This is an optimization exercise on Yosys and OpenROAD, whose aim is small area, a short achievable clock period and few clock cycles, not a production implementation.
The RTL was checked by simulation tests, not by an equivalence proof against the original design.
Power figures rest on the tool's default switching activity, not on a simulated workload.

Design CHIP, start of the top module:
module CHIP(clk,
            rst_n,
            mem_wen_D,
            mem_addr_D,
            mem_wdata_D,
            mem_rdata_D,
            mem_addr_I,
            mem_rdata_I);
==> flow/config.mk <==
export PLATFORM = sky130hd
export DESIGN_NAME = CHIP
export DESIGN_NICKNAME = CHIP
export VERILOG_FILES = /design/flow/design.v
export SDC_FILE = /design/flow/constraint.sdc
export NUM_CORES = 8
export LEC_CHECK = 0
export CAP_MARGIN = 20
export CORE_MARGIN = 2
export CORE_UTILIZATION = 40
export SETUP_SLACK_MARGIN = 0.3
export SLEW_MARGIN = 20
==> flow/constraint.sdc <==
create_clock -name core_clock -period 11.0 [get_ports {clk}]
set_input_delay 2.2000 -clock core_clock [delete_from_list [all_inputs] [get_ports {clk}]]
set_output_delay 2.2000 -clock core_clock [all_outputs]
set_load 0.01 [all_outputs]
standard.sh (not shown) runs the stock make flow with config.mk's settings and CLKGATE_MAP_FILE= SYNTH_SCRIPT=/design/flow/synth_recipe.tcl, a recipe that flattens the netlist after the stock synthesis.
==> flow/flow/run.sh <==
#!/bin/bash
# The standard ORFS layout (the standard.sh) with: hierarchical synthesis
# (each module mapped on its own, then flattened, as the standard synthesis
# does), timing repair aimed well below the clock period (a repair target
# only: the design is still constrained and signed off at the design's
# period), larger slew/capacitance margins, plain buffers on the ports, larger
# clock-tree sink clusters, and extra antenna-repair rounds after detailed
# routing (flow/post_drt.tcl). ORFS writes each step's log under orfs/logs;
# make's output goes to orfs_flow.log.
set -o pipefail
HERE=$(pwd)
bash standard.sh CORE_UTILIZATION=60 SETUP_SLACK_MARGIN=7.5 \
    SYNTH_HIERARCHICAL=1 SLEW_MARGIN=35 CAP_MARGIN=35 \
    CTS_CLUSTER_SIZE=22 CTS_CLUSTER_DIAMETER=80 \
    "BUFFER_PORTS_ARGS=-buffer_cell sky130_fd_sc_hd__buf_4" \
    POST_DETAIL_ROUTE_TCL=$HERE/flow/post_drt.tcl \
    finish > orfs_flow.log 2>&1
==> flow/flow/post_drt.tcl <==
# Sourced by ORFS at the end of detailed routing (POST_DETAIL_ROUTE_TCL):
# keep repairing antennas and re-routing while violations remain, for a few
# more rounds than ORFS's own loop.
set my_antenna_rounds 0
while { [check_antennas] && $my_antenna_rounds < 6 } {
  repair_antennas
  detailed_route {*}$all_args
  incr my_antenna_rounds
}
puts "post_drt: extra antenna rounds $my_antenna_rounds"
Testbench counts at the start, summed over its fixed seeds: cycles 200,790.
Then changed:
--- a/flow/flow/run.sh
+++ b/flow/flow/run.sh
@@ -12 +12 @@
-bash standard.sh CORE_UTILIZATION=60 SETUP_SLACK_MARGIN=7.5 \
+bash standard.sh CORE_UTILIZATION=55 SETUP_SLACK_MARGIN=7.5 \
@@ -14 +14 @@
-    CTS_CLUSTER_SIZE=22 CTS_CLUSTER_DIAMETER=80 \
+    CTS_CLUSTER_SIZE=26 CTS_CLUSTER_DIAMETER=90 \
Effect: The new run passed the timing, design-rule and antenna checks; first-iteration DRC count is lower by 8.1%; maximum frequency increases by 0.99%; sequential share of layout area goes up by 0.26 points; synthesized cell count does not change; count of clock-buffer cells in the layout decreases by 19; worst hold slack improved by 0.044 ns; combinational power fell by about 2%.

## the reference run
Starting RTL as in the previous note.
==> flow/config.mk <==
export PLATFORM = sky130hd
export DESIGN_NAME = CHIP
export DESIGN_NICKNAME = CHIP
export VERILOG_FILES = /design/flow/design.v
export SDC_FILE = /design/flow/constraint.sdc
export NUM_CORES = 8
export LEC_CHECK = 0
export CAP_MARGIN = 20
export CORE_MARGIN = 2
export CORE_UTILIZATION = 40
export SETUP_SLACK_MARGIN = 0.3
export SLEW_MARGIN = 20
==> flow/constraint.sdc <==
create_clock -name core_clock -period 11.0 [get_ports {clk}]
set_input_delay 2.2000 -clock core_clock [delete_from_list [all_inputs] [get_ports {clk}]]
set_output_delay 2.2000 -clock core_clock [all_outputs]
set_load 0.01 [all_outputs]
==> flow/flow/run.sh <==
#!/bin/bash
# The standard ORFS layout (the standard.sh) with: hierarchical synthesis
# (each module mapped on its own, then flattened, as the standard synthesis
# does), timing repair aimed well below the clock period (a repair target
# only: the design is still constrained and signed off at the design's
# period), larger slew/capacitance margins, plain buffers on the ports, larger
# clock-tree sink clusters, and extra antenna-repair rounds after detailed
# routing (flow/post_drt.tcl). ORFS writes each step's log under orfs/logs;
# make's output goes to orfs_flow.log.
set -o pipefail
HERE=$(pwd)
bash standard.sh CORE_UTILIZATION=55 SETUP_SLACK_MARGIN=7.5 TNS_END_PERCENT=5 \
    SYNTH_HIERARCHICAL=1 SLEW_MARGIN=35 CAP_MARGIN=35 \
    CTS_CLUSTER_SIZE=22 CTS_CLUSTER_DIAMETER=80 \
    "BUFFER_PORTS_ARGS=-buffer_cell sky130_fd_sc_hd__buf_4" \
    POST_DETAIL_ROUTE_TCL=$HERE/flow/post_drt.tcl \
    finish > orfs_flow.log 2>&1
Scripts as last shown in full above: flow/flow/post_drt.tcl
The reference run | stages: all done | timing, DRC, antenna: all pass
Testbench counts of the reference run, summed over its fixed seeds: cycles 200,790.
What the trial run does differently from the reference run at the input level:
diff --git a/flow/flow/run.sh b/flow/flow/run.sh
--- a/flow/flow/run.sh
+++ b/flow/flow/run.sh
@@ -11,3 +11,3 @@
 HERE=$(pwd)
-bash standard.sh CORE_UTILIZATION=55 SETUP_SLACK_MARGIN=7.5 TNS_END_PERCENT=5 \
+bash standard.sh CORE_UTILIZATION=55 SETUP_SLACK_MARGIN=7.5 \
     SYNTH_HIERARCHICAL=1 SLEW_MARGIN=35 CAP_MARGIN=35 \
==> comparison <==
Summary of the trial run over the reference run: hold slack picked up an extra 0.060 ns, final cell area excluding filler cells up 0.84%, critical path depth now sits higher. After detailed routing, the reference run needs less wire than the trial run.

==> static timing again, ports no longer ideal <==
In the flow no input, the clock included, has a driving cell. The finished layouts below were timed again as built, in two steps.
Step 1 assumes that a clkbuf_16 drives the clock port and a buf_2 every other input.
Step 2 moves the port delays by t, midway between the first and last clock arrival at a register: inputs arrive t later, outputs are due t later. That takes back most of the time a late clock gives input paths.
Three values: no drivers, after step 1, after step 2; two values: the first two.
| run | shift t [ns] | setup WS [ns] | worst register clock-pin slew, ns | worst data-port slew with drivers (ns) | cell pins on the clock port's net |
|---|---|---|---|---|---|
| the first run of note 1 | 0.831 | 7.108 / 7.108 / 6.570 | 0.10 / 0.10 | 0.19 | 1 |
| the second run of note 1 | 0.825 | 7.146 / 7.146 / 6.456 | 0.12 / 0.12 | 0.20 | 1 |
| the reference run | 0.849 | 7.067 / 7.067 / 6.309 | 0.10 / 0.10 | 0.36 | 1 |
| the trial run | 0.838 | 7.225 / 7.225 / 6.566 | 0.10 / 0.10 | 0.17 | 1 |
After both steps every run listed still meets setup and hold. For the reference run, which loses most, drivers alone change the setup slack by 0.000 ns; drivers and shift together by -0.758 ns.
